Context: an optimization exercise on an open-source flow, tuned for small area. The choices shown serve that exercise and are no tape-out recipe.
In this exercise RTL edits were held to simulation tests only and were not proved equivalent to the original.
Power is estimated from default activity; no workload was simulated.

// delqa_ethmac
module delqa_ethmac(
   input          clk,         
   input          rst,         
   input          rx_ena,      
   input          loop,        
   input          skipb,       
   input          tx_req,      
   input          rx_done,     
   input  [10:0]  tx_cnt,      
   output [9:0]   txb_adr,     
   input  [15:0]  txb_dat,     
   output         tx_done,     
   output         e_txen,      
   output [7:0]   e_txd,       
   input          e_rxdv,      
   input          e_rxer,      
   input  [7:0]   e_rxd,       
   output         rxb_we,      
   output [9:0]   rxb_adr,     
   output [15:0]  rxb_dat,     
   output [10:0]  rx_cnt,      
   output         rx_rdy,      
   output         rx_err,      
   output         rx_crc_err,  
   output [1:0]   sfrtyp,      
   output         mac_rdy,     
   output [47:0]  mac_data,    
   input          cmp_done,    
   input          cmp_res      
);
export LEC_CHECK = 0
export CAP_MARGIN = 20
export CORE_MARGIN = 2
export CORE_UTILIZATION = 40
export SLEW_MARGIN = 20
create_clock -name core_clock -period 8.0 [get_ports {clk}]
standard.sh (not shown) runs the stock make flow with config.mk's settings and CLKGATE_MAP_FILE= SYNTH_SCRIPT=/design/flow/synth_recipe.tcl, a recipe that flattens the netlist after the stock synthesis.
==> flow/flow/run.sh <==
#!/bin/bash
# Standard ORFS layout (the standard.sh) with three changes:
#  - synthesis maps logic with the best of several area-oriented ABC
#    scripts (flow/synth.tcl);
#  - the port buffers that global placement inserts are the smallest buffer;
#  - clock tree synthesis uses clkbuf_8 and no dummy loads.
set -euo pipefail
here=$(pwd)
export BUFFER_PORTS_ARGS="-buffer_cell sky130_fd_sc_hd__buf_1"
export CTS_ARGS="-repair_clock_nets -buf_list sky130_fd_sc_hd__clkbuf_8 -dont_use_dummy_load"
bash standard.sh SYNTH_SCRIPT="$here/flow/synth.tcl" finish > standard_flow.log 2>&1
==> flow/flow/abc_a11.script <==
strash
&get -n
&st
&dc2
&syn2
&dch -f
&nf -R 1000
&put
topo
==> flow/flow/abc_a13.script <==
strash
&get -n
&st
&syn2
&dch -f
&put
amap
topo
==> flow/flow/abc_b6.script <==
strash
&get -n
&st
&syn2
&dch -f
&nf -R 1000
&put
strash
&get -n
&st
&dch -f
&nf -R 1000
&put
topo
==> flow/flow/abc_b7.script <==
strash
&get -n
&st
&syn2
&dch -f
&nf -R 1000
&st
&dch -f
&put
amap
topo
==> flow/flow/abc_c1.script <==
strash
&get -n
&st
&syn2
&dch -f
&nf -R 1000
&put
strash
&get -n
&st
&dch -f
&nf -R 1000
&put
strash
&get -n
&st
&dch -f
&nf -R 1000
&put
topo
==> flow/flow/abc_c3.script <==
strash
&get -n
&st
&syn2
&dch -f
&nf -R 1000
&put
strash
&get -n
&st
&syn2
&dch -f
&nf -R 1000
&put
strash
&get -n
&st
&dch -f
&nf -R 1000
&put
topo
==> flow/flow/abc_c4.script <==
strash
&get -n
&st
&syn2
&dch -f
&nf -R 1000
&put
strash
&get -n
&st
&dch -f
&nf -R 1000
&put
strash
&get -n
&st
&dch -f
&nf -R 1000
&put
strash
&get -n
&st
&dch -f
&nf -R 1000
&put
strash
&get -n
&st
&dch -f
&nf -R 1000
&put
strash
&get -n
&st
&dch -f
&nf -R 1000
&put
topo
==> flow/flow/abc_e1.script <==
strash
&get -n
&st
&syn2
&dch -f
&nf -R 1000
&put
strash
&get -n
&st
&syn2
&dch -f
&nf -R 1000
&put
strash
&get -n
&st
&syn2
&dch -f
&nf -R 1000
&put
strash
&get -n
&st
&dch -f
&nf -R 1000
&put
topo
==> flow/flow/abc_e2.script <==
strash
&get -n
&st
&syn2
&dch -f
&nf -R 1000
&put
strash
&get -n
&st
&syn2
&dch -f
&nf -R 1000
&put
strash
&get -n
&st
&dch -f
&nf -R 1000
&put
strash
&get -n
&st
&dch -f
&nf -R 1000
&put
topo
==> flow/flow/abc_e5.script <==
strash
&get -n
&st
&syn3
&dch -f
&nf -R 1000
&put
strash
&get -n
&st
&syn2
&dch -f
&nf -R 1000
&put
strash
&get -n
&st
&dch -f
&nf -R 1000
&put
topo
Other scripts of this flow, unchanged in this note and not shown: flow/flow/abc_e6.script, flow/flow/synth.tcl
Next try:
--- a/flow/flow/run.sh
+++ b/flow/flow/run.sh
@@ -10 +10 @@
-export CTS_ARGS="-repair_clock_nets -buf_list sky130_fd_sc_hd__clkbuf_8 -dont_use_dummy_load"
+export CTS_ARGS="-sink_clustering_enable -repair_clock_nets -buf_list sky130_fd_sc_hd__clkbuf_8 -dont_use_dummy_load"
==> flow/flow/abc_f1.script (new file) <==
strash
&get -n
&st
&syn2
&dch -f
&nf -R 1000
&put
strash
&get -n
&st
&deepsyn -T 20
&dch -f
&nf -R 1000
&put
topo
==> flow/flow/abc_h1.script (new file) <==
strash
&get -n
&st
&syn2
&dch -f
&nf -R 1000
&put
strash
&get -n
&st
&deepsyn -T 20 -S 1
&dch -f
&nf -R 1000
&put
topo
==> flow/flow/abc_h2.script (new file) <==
strash
&get -n
&st
&syn2
&dch -f
&nf -R 1000
&put
strash
&get -n
&st
&deepsyn -T 20 -S 2
&dch -f
&nf -R 1000
&put
topo
==> flow/flow/abc_k2.script (new file) <==
strash
&get -n
&st
&deepsyn -T 30 -S 2
&syn2
&dch -f
&nf -R 1000
&put
strash
&get -n
&st
&deepsyn -T 30 -S 5
&dch -f
&nf -R 1000
&put
topo
==> flow/flow/abc_k3.script (new file) <==
strash
&get -n
&st
&syn2
&dch -f
&nf -R 1000
&put
strash
&get -n
&st
&deepsyn -T 20 -S 2
&dch -f
&nf -R 1000
&put
strash
&get -n
&st
&dch -f
&nf -R 1000
&put
topo
removed: flow/flow/abc_a11.script
removed: flow/flow/abc_a13.script
removed: flow/flow/abc_b6.script
removed: flow/flow/abc_b7.script
removed: flow/flow/abc_c1.script
removed: flow/flow/abc_c3.script
removed: flow/flow/abc_c4.script
removed: flow/flow/abc_e1.script
removed: flow/flow/abc_e2.script
removed: flow/flow/abc_e5.script
=> Via count is lower by 1.8%; wire length fell by 2.5%; total power grows by 20%; sequential share of layout area climbs by 0.82 points; die area falls by 1.6%; synthesized area went down by 1.6%; final cell count decreases by 1.0%; maximum frequency drops by 11%; combinational power rises by 70%; flip-flop and latch count does not change.
Next try:
--- a/flow/flow/run.sh
+++ b/flow/flow/run.sh
@@ -10 +10 @@
-export CTS_ARGS="-sink_clustering_enable -repair_clock_nets -buf_list sky130_fd_sc_hd__clkbuf_8 -dont_use_dummy_load"
+export CTS_ARGS="-sink_clustering_enable -sink_clustering_size 25 -sink_clustering_max_diameter 200 -sink_clustering_levels 2 -repair_clock_nets -buf_list sky130_fd_sc_hd__clkbuf_8 -dont_use_dummy_load"
==> flow/flow/abc_c3.script (new file) <==
strash
&get -n
&st
&syn2
&dch -f
&nf -R 1000
&put
strash
&get -n
&st
&syn2
&dch -f
&nf -R 1000
&put
strash
&get -n
&st
&dch -f
&nf -R 1000
&put
topo
removed: flow/flow/abc_k2.script
removed: flow/flow/abc_k3.script
What happened: The changed run finished with timing, DRC and antenna clean. Core utilization came out higher by 0.15 points. Cell count stays flat. Maximum frequency stays flat. First-iteration DRC count went down by 20%. Final area increases by 0.32%.
Next try:
--- a/flow/flow/run.sh
+++ b/flow/flow/run.sh
@@ -10 +10 @@
-export CTS_ARGS="-sink_clustering_enable -sink_clustering_size 25 -sink_clustering_max_diameter 200 -sink_clustering_levels 2 -repair_clock_nets -buf_list sky130_fd_sc_hd__clkbuf_8 -dont_use_dummy_load"
+export CTS_ARGS="-sink_clustering_enable -repair_clock_nets -buf_list sky130_fd_sc_hd__clkbuf_8 -dont_use_dummy_load"
==> flow/flow/abc_a11.script (new file) <==
strash
&get -n
&st
&dc2
&syn2
&dch -f
&nf -R 1000
&put
topo
==> flow/flow/abc_a13.script (new file) <==
strash
&get -n
&st
&syn2
&dch -f
&put
amap
topo
==> flow/flow/abc_b6.script (new file) <==
strash
&get -n
&st
&syn2
&dch -f
&nf -R 1000
&put
strash
&get -n
&st
&dch -f
&nf -R 1000
&put
topo
==> flow/flow/abc_b7.script (new file) <==
strash
&get -n
&st
&syn2
&dch -f
&nf -R 1000
&st
&dch -f
&put
amap
topo
==> flow/flow/abc_c1.script (new file) <==
strash
&get -n
&st
&syn2
&dch -f
&nf -R 1000
&put
strash
&get -n
&st
&dch -f
&nf -R 1000
&put
strash
&get -n
&st
&dch -f
&nf -R 1000
&put
topo
==> flow/flow/abc_c4.script (new file) <==
strash
&get -n
&st
&syn2
&dch -f
&nf -R 1000
&put
strash
&get -n
&st
&dch -f
&nf -R 1000
&put
strash
&get -n
&st
&dch -f
&nf -R 1000
&put
strash
&get -n
&st
&dch -f
&nf -R 1000
&put
strash
&get -n
&st
&dch -f
&nf -R 1000
&put
strash
&get -n
&st
&dch -f
&nf -R 1000
&put
topo
==> flow/flow/abc_e1.script (new file) <==
strash
&get -n
&st
&syn2
&dch -f
&nf -R 1000
&put
strash
&get -n
&st
&syn2
&dch -f
&nf -R 1000
&put
strash
&get -n
&st
&syn2
&dch -f
&nf -R 1000
&put
strash
&get -n
&st
&dch -f
&nf -R 1000
&put
topo
==> flow/flow/abc_e2.script (new file) <==
strash
&get -n
&st
&syn2
&dch -f
&nf -R 1000
&put
strash
&get -n
&st
&syn2
&dch -f
&nf -R 1000
&put
strash
&get -n
&st
&dch -f
&nf -R 1000
&put
strash
&get -n
&st
&dch -f
&nf -R 1000
&put
topo
==> flow/flow/abc_e5.script (new file) <==
strash
&get -n
&st
&syn3
&dch -f
&nf -R 1000
&put
strash
&get -n
&st
&syn2
&dch -f
&nf -R 1000
&put
strash
&get -n
&st
&dch -f
&nf -R 1000
&put
topo
removed: flow/flow/abc_f1.script
removed: flow/flow/abc_h1.script
removed: flow/flow/abc_h2.script
Sequential power decreases by about 7%.
Final area increases by 1.3%.
Sequential share of layout area decreases by 0.66 points.
Power decreases by 17%.
Global-route usage hardly moves.
Non-clock buffer count increases by 1.
Synthesized area increases by 1.3%.

---

== build 60 ==
delqa_ethmac again, from the RTL that the note above started with.
Settings: LEC_CHECK=0, CAP_MARGIN=20, CORE_MARGIN=2, CORE_UTILIZATION=40, GPL_TIMING_DRIVEN=0, SLEW_MARGIN=20; clock period 8.0 ns.
==> flow/flow/run.sh <==
#!/bin/bash
# Standard ORFS layout (the standard.sh) with three changes:
#  - synthesis maps logic with the best of several area-oriented ABC
#    scripts (flow/synth.tcl);
#  - the port buffers that global placement inserts are the smallest buffer;
#  - clock tree synthesis uses clkbuf_8 and no dummy loads.
set -euo pipefail
here=$(pwd)
export BUFFER_PORTS_ARGS="-buffer_cell sky130_fd_sc_hd__buf_1"
export CTS_ARGS="-sink_clustering_enable -repair_clock_nets -buf_list sky130_fd_sc_hd__clkbuf_8 -dont_use_dummy_load"
bash standard.sh SYNTH_SCRIPT="$here/flow/synth.tcl" finish > standard_flow.log 2>&1
==> flow/flow/abc_k2.script <==
strash
&get -n
&st
&deepsyn -T 30 -S 2
&syn2
&dch -f
&nf -R 1000
&put
strash
&get -n
&st
&deepsyn -T 30 -S 5
&dch -f
&nf -R 1000
&put
topo
==> flow/flow/abc_k3.script <==
strash
&get -n
&st
&syn2
&dch -f
&nf -R 1000
&put
strash
&get -n
&st
&deepsyn -T 20 -S 2
&dch -f
&nf -R 1000
&put
strash
&get -n
&st
&dch -f
&nf -R 1000
&put
topo
Other scripts of this flow, unchanged in this note and not shown: flow/flow/abc_e6.script, flow/flow/abc_f1.script, flow/flow/abc_h1.script, flow/flow/abc_h2.script, flow/flow/synth.tcl
Every stage of the flow completed for build 60, and the final layout passed the timing, DRC and antenna checks.
Setup changes, build 60 to trial 73
# build 60
export LEC_CHECK = 0
export CAP_MARGIN = 20
export CORE_MARGIN = 2
export CORE_UTILIZATION = 40
export GPL_TIMING_DRIVEN = 0
export SLEW_MARGIN = 20
create_clock -name core_clock -period 8.0 [get_ports {clk}]
# trial 73
export LEC_CHECK = 0
export CAP_MARGIN = 20
export CORE_MARGIN = 2
export CORE_UTILIZATION = 40
export SLEW_MARGIN = 20
create_clock -name core_clock -period 8.0 [get_ports {clk}]
==> flow/flow/abc_c3.script (new file) <==
strash
&get -n
&st
&syn2
&dch -f
&nf -R 1000
&put
strash
&get -n
&st
&syn2
&dch -f
&nf -R 1000
&put
strash
&get -n
&st
&dch -f
&nf -R 1000
&put
topo
removed: flow/flow/abc_k2.script
removed: flow/flow/abc_k3.script
[summary]
- Measured against each other, trial 73 and build 60 differ in part of the cycle the worst path needs, the lower figure coming from trial 73.
- Relative to build 60, hold slack has increased by 0.0068 ns in trial 73.
- Trial 73 ended up with ethsendm.st[0] as its worst setup path startpoint; build 60 ended up with ethsendm.st[1].
- Delta(aggregate routed wire length, trial 73 - build 60) > 0
- Diff build 60 -> trial 73: final critical path time including I/O delays and setup fell 0.018 ns, instance area at placement went down, combinational fraction of design power now smaller, share of the final layout cell area in sequential cells grew by 0.31 points.
- There was hardly any difference in fraction of registers with async set/reset between trial 73 and build 60.
- The part of the total power dissipated in the clock network was comparable across trial 73 and build 60.
- Trial 73 vs build 60 on area of the die: trial 73 is the higher one.

---

Setup of run A:
delqa_ethmac, a different RTL version from the one above (not shown whole).
Size in the first run: about 690 cells after synthesis, ~170 flip-flops.
Design delqa_ethmac, start of the top module:
module delqa_ethmac(
   input          clk,         
   input          rst,         
   input          rx_ena,      
   input          loop,        
   input          skipb,       
   input          tx_req,      
   input          rx_done,     
   input  [10:0]  tx_cnt,      
   output [9:0]   txb_adr,     
   input  [15:0]  txb_dat,     
   output         tx_done,     
   output         e_txen,      
   output [7:0]   e_txd,       
   input          e_rxdv,      
   input          e_rxer,      
   input  [7:0]   e_rxd,       
   output         rxb_we,      
   output [9:0]   rxb_adr,     
   output [15:0]  rxb_dat,     
   output [10:0]  rx_cnt,      
   output         rx_rdy,      
   output         rx_err,      
   output         rx_crc_err,  
   output [1:0]   sfrtyp,      
   output         mac_rdy,     
   output [47:0]  mac_data,    
   input          cmp_done,    
   input          cmp_res      
);
==> flow/config.mk <==
export PLATFORM = sky130hd
export DESIGN_NAME = delqa_ethmac
export DESIGN_NICKNAME = delqa_ethmac
export VERILOG_FILES = /design/flow/design.v
export SDC_FILE = /design/flow/constraint.sdc
export NUM_CORES = 4
export LEC_CHECK = 0
export CAP_MARGIN = 20
export CORE_MARGIN = 2
export CORE_UTILIZATION = 40
export SLEW_MARGIN = 20
==> flow/constraint.sdc <==
create_clock -name core_clock -period 8.0 [get_ports {clk}]
set_input_delay 1.6000 -clock core_clock [delete_from_list [all_inputs] [get_ports {clk}]]
set_output_delay 1.6000 -clock core_clock [all_outputs]
set_load 0.01 [all_outputs]
==> flow/flow/run.sh <==
#!/bin/bash
# Standard ORFS layout (the standard.sh) with three changes:
#  - synthesis maps logic with an area-oriented ABC script (flow/synth.tcl);
#  - the port buffers that global placement inserts are the smallest buffer;
#  - clock tree synthesis uses clkbuf_8 and no dummy loads.
set -euo pipefail
here=$(pwd)
export BUFFER_PORTS_ARGS="-buffer_cell sky130_fd_sc_hd__buf_1"
export CTS_ARGS="-sink_clustering_enable -repair_clock_nets -buf_list sky130_fd_sc_hd__clkbuf_8 -dont_use_dummy_load"
bash standard.sh SYNTH_SCRIPT="$here/flow/synth.tcl" finish > standard_flow.log 2>&1
==> flow/flow/abc_area.script <==
strash
&get -n
&st
&dc2
&syn2
&dch -f
&nf -R 1000
&put
topo
==> flow/flow/synth.tcl <==
# The standard flow's synthesis script (synth_recipe.tcl in the work folder), with one
# change: Yosys's abc step maps the logic with flow/abc_area.script, an
# area-oriented ABC script, instead of ORFS's speed script. Registers are
# mapped before abc, so they are the same as in the standard synthesis.
set flow_dir [file dirname [file normalize [info script]]]
proc abc {args} {
  global flow_dir
  set i [lsearch -exact $args -script]
  if {$i >= 0} { lset args [expr {$i + 1}] [file join $flow_dir abc_area.script] }
  yosys abc {*}$args
}
source [file join [file dirname $flow_dir] synth_recipe.tcl]
The inputs of run B differ from those of run A as listed below.
-- flow/flow/run.sh --
<<< run A, line 8
export BUFFER_PORTS_ARGS="-buffer_cell sky130_fd_sc_hd__buf_1"
export CTS_ARGS="-sink_clustering_enable -repair_clock_nets -buf_list sky130_fd_sc_hd__clkbuf_8 -dont_use_dummy_load"
bash standard.sh SYNTH_SCRIPT="$here/flow/synth.tcl" finish > standard_flow.log 2>&1
>>> run B, line 8
export BUFFER_PORTS_ARGS="-buffer_cell sky130_fd_sc_hd__buf_1"
export CTS_ARGS="-sink_clustering_enable -repair_clock_nets -buf_list sky130_fd_sc_hd__clkbuf_16 -dont_use_dummy_load"
bash standard.sh SYNTH_SCRIPT="$here/flow/synth.tcl" finish > standard_flow.log 2>&1
==> comparison <==
- Against run A, run B comes in 1.0 points higher on utilization.
- Of run B and run A, the lower register-to-register slack belongs to run A.
- On via count of the first global-routing pass, run B tracks run A almost exactly.
- Across both runs, met3 routing resource usage after global routing was higher for run B than for run A.
Modified inputs, run C compared to run B
==> flow/run.sh (new file) <==
#!/bin/bash
# synth_recipe.tcl (not shown) runs the flow's synth.tcl, then flattens the netlist and writes it again
# the make line also repeats each setting of config.mk as NAME=value (left out here)
make -C /OpenROAD-flow-scripts/flow DESIGN_CONFIG=/design/flow/config.mk WORK_HOME=/design/flow/orfs CLKGATE_MAP_FILE= SYNTH_SCRIPT=/design/flow/synth_recipe.tcl finish
removed: flow/flow/run.sh
removed: flow/flow/abc_area.script
removed: flow/flow/synth.tcl
removed: flow/standard.sh
[summary]
[run C] global routing met1 resource utilization rose 2.3 points relative to run B
Post-synthesis cell area: run C vs run B up about 11%
Compared with run B, run C shows proportion of cell area occupied by multi-input gates lower by 0.21 points.
Run C vs. run B: total core area went up by 12%.
Here is what was changed in the inputs of run D compared with run C.
==> flow/flow/run.sh (new file) <==
#!/bin/bash
# Standard ORFS layout (the standard.sh) with three changes:
#  - synthesis maps logic with an area-oriented ABC script (flow/synth.tcl);
#  - the port buffers that global placement inserts are the smallest buffer;
#  - clock tree synthesis uses clkbuf_8 and no dummy loads.
set -euo pipefail
here=$(pwd)
export BUFFER_PORTS_ARGS="-buffer_cell sky130_fd_sc_hd__buf_1"
export CTS_ARGS="-sink_clustering_enable -repair_clock_nets -buf_list sky130_fd_sc_hd__clkbuf_8 -sink_clustering_size 30 -sink_clustering_max_diameter 100 -dont_use_dummy_load"
bash standard.sh SYNTH_SCRIPT="$here/flow/synth.tcl" finish > standard_flow.log 2>&1
==> flow/flow/abc_area.script (new file) <==
strash
&get -n
&st
&dc2
&syn2
&dch -f
&nf -R 1000
&put
topo
==> flow/flow/synth.tcl (new file) <==
# The standard flow's synthesis script (synth_recipe.tcl in the work folder), with one
# change: Yosys's abc step maps the logic with flow/abc_area.script, an
# area-oriented ABC script, instead of ORFS's speed script. Registers are
# mapped before abc, so they are the same as in the standard synthesis.
set flow_dir [file dirname [file normalize [info script]]]
proc abc {args} {
  global flow_dir
  set i [lsearch -exact $args -script]
  if {$i >= 0} { lset args [expr {$i + 1}] [file join $flow_dir abc_area.script] }
  yosys abc {*}$args
}
source [file join [file dirname $flow_dir] synth_recipe.tcl]
==> flow/standard.sh (new file) <==
#!/bin/bash
# synth_recipe.tcl (not shown) runs the flow's synth.tcl, then flattens the netlist and writes it again
# the make line also repeats each setting of config.mk as NAME=value (left out here)
make -C /OpenROAD-flow-scripts/flow DESIGN_CONFIG=/design/flow/config.mk WORK_HOME=/design/flow/orfs CLKGATE_MAP_FILE= SYNTH_SCRIPT=/design/flow/synth_recipe.tcl "${@:-finish}"
removed: flow/run.sh
==> summary.txt <==
- Mean instance size in the synthesized netlist ends up lower on run C.
- Re non-clock buffer count: no difference whatsoever between run C and run D.
- When run D is measured against run C, its final critical-path required period turns out 0.53 ns lower.
- ~same sequential cell count in run D and run C
- For run C, the uppermost metal layer occupied by signal nets was met5, unlike run D, where it was met4.
- Across both runs, clock group share of total power was lower for run D than for run C.
- Total routed wire length on the met1 layer ended up 16% lower on run D than on run C.
- Run D: number of tap instances lower than run C
### run D -> run E
==> flow/flow/run.sh <==
#!/bin/bash
# Standard ORFS layout (the standard.sh) with three changes:
#  - synthesis maps logic with an area-oriented ABC script (flow/synth.tcl);
#  - the port buffers that global placement inserts are the smallest buffer;
#  - clock tree synthesis uses clkbuf_8 and no dummy loads.
set -euo pipefail
here=$(pwd)
export BUFFER_PORTS_ARGS="-buffer_cell sky130_fd_sc_hd__buf_1"
export CTS_ARGS="-sink_clustering_enable -repair_clock_nets -buf_list sky130_fd_sc_hd__clkbuf_8 -sink_clustering_size 25 -dont_use_dummy_load"
bash standard.sh SYNTH_SCRIPT="$here/flow/synth.tcl" finish > standard_flow.log 2>&1
--- outcome ---
Run E went all the way through the flow, and no timing, DRC or antenna check failed.
On data arrival time at the worst-slack endpoint, run D tracks run E almost exactly.
Reported for run D and run E, routed length on met1 turned out identical to the last digit.
Re die area: no difference whatsoever between run D and run E.
Looking at run D and run E, the total wire length after detailed routing is a wash.

## port drivers added, routing unchanged
Ports are ideal in the flow. The routed layouts listed here were re-timed in OpenROAD. Step 1: set_driving_cell puts a clkbuf_16 on clk and a buf_2 on each other input, an assumption about the parent block. Step 2 adds t to the input delays and takes it off the output delays; t is the mean of the earliest and latest rising clock arrival at the registers after step 1. Input paths then give back, and output paths get back, about the clock's delay inside the block. Slacks: no drivers / after step 1 / after step 2; pairs: no drivers / after step 1.
| run | t (ns) | slack for setup (ns) | latest minus earliest clock arrival (ns) |
|---|---|---|---|
| the first run of note 1 | 0.485 | 3.991 / 3.944 / 3.495 | 0.040 / 0.040 |
| the second run of note 1 | 0.494 | 3.479 / 3.437 / 3.481 | 0.050 / 0.049 |
| the third run of note 1 | 0.490 | 3.479 / 3.440 / 3.296 | 0.043 / 0.043 |
| the fourth run of note 1 | 0.485 | 3.991 / 3.944 / 3.495 | 0.040 / 0.040 |
| build 60 | 0.486 | 3.461 / 3.421 / 3.118 | 0.045 / 0.045 |
| trial 73 | 0.490 | 3.479 / 3.440 / 3.296 | 0.043 / 0.043 |
| run A | 0.479 | 3.670 / 3.627 / 3.241 | 0.034 / 0.034 |
| run B | 0.456 | 3.687 / 3.662 / 3.249 | 0.025 / 0.025 |
| run C | 0.466 | 3.144 / 3.118 / 3.118 | 0.013 / 0.013 |
| run D | 0.479 | 3.670 / 3.627 / 3.241 | 0.034 / 0.034 |
| run E | 0.479 | 3.670 / 3.627 / 3.241 | 0.034 / 0.034 |
After both steps every run listed still meets setup and hold.
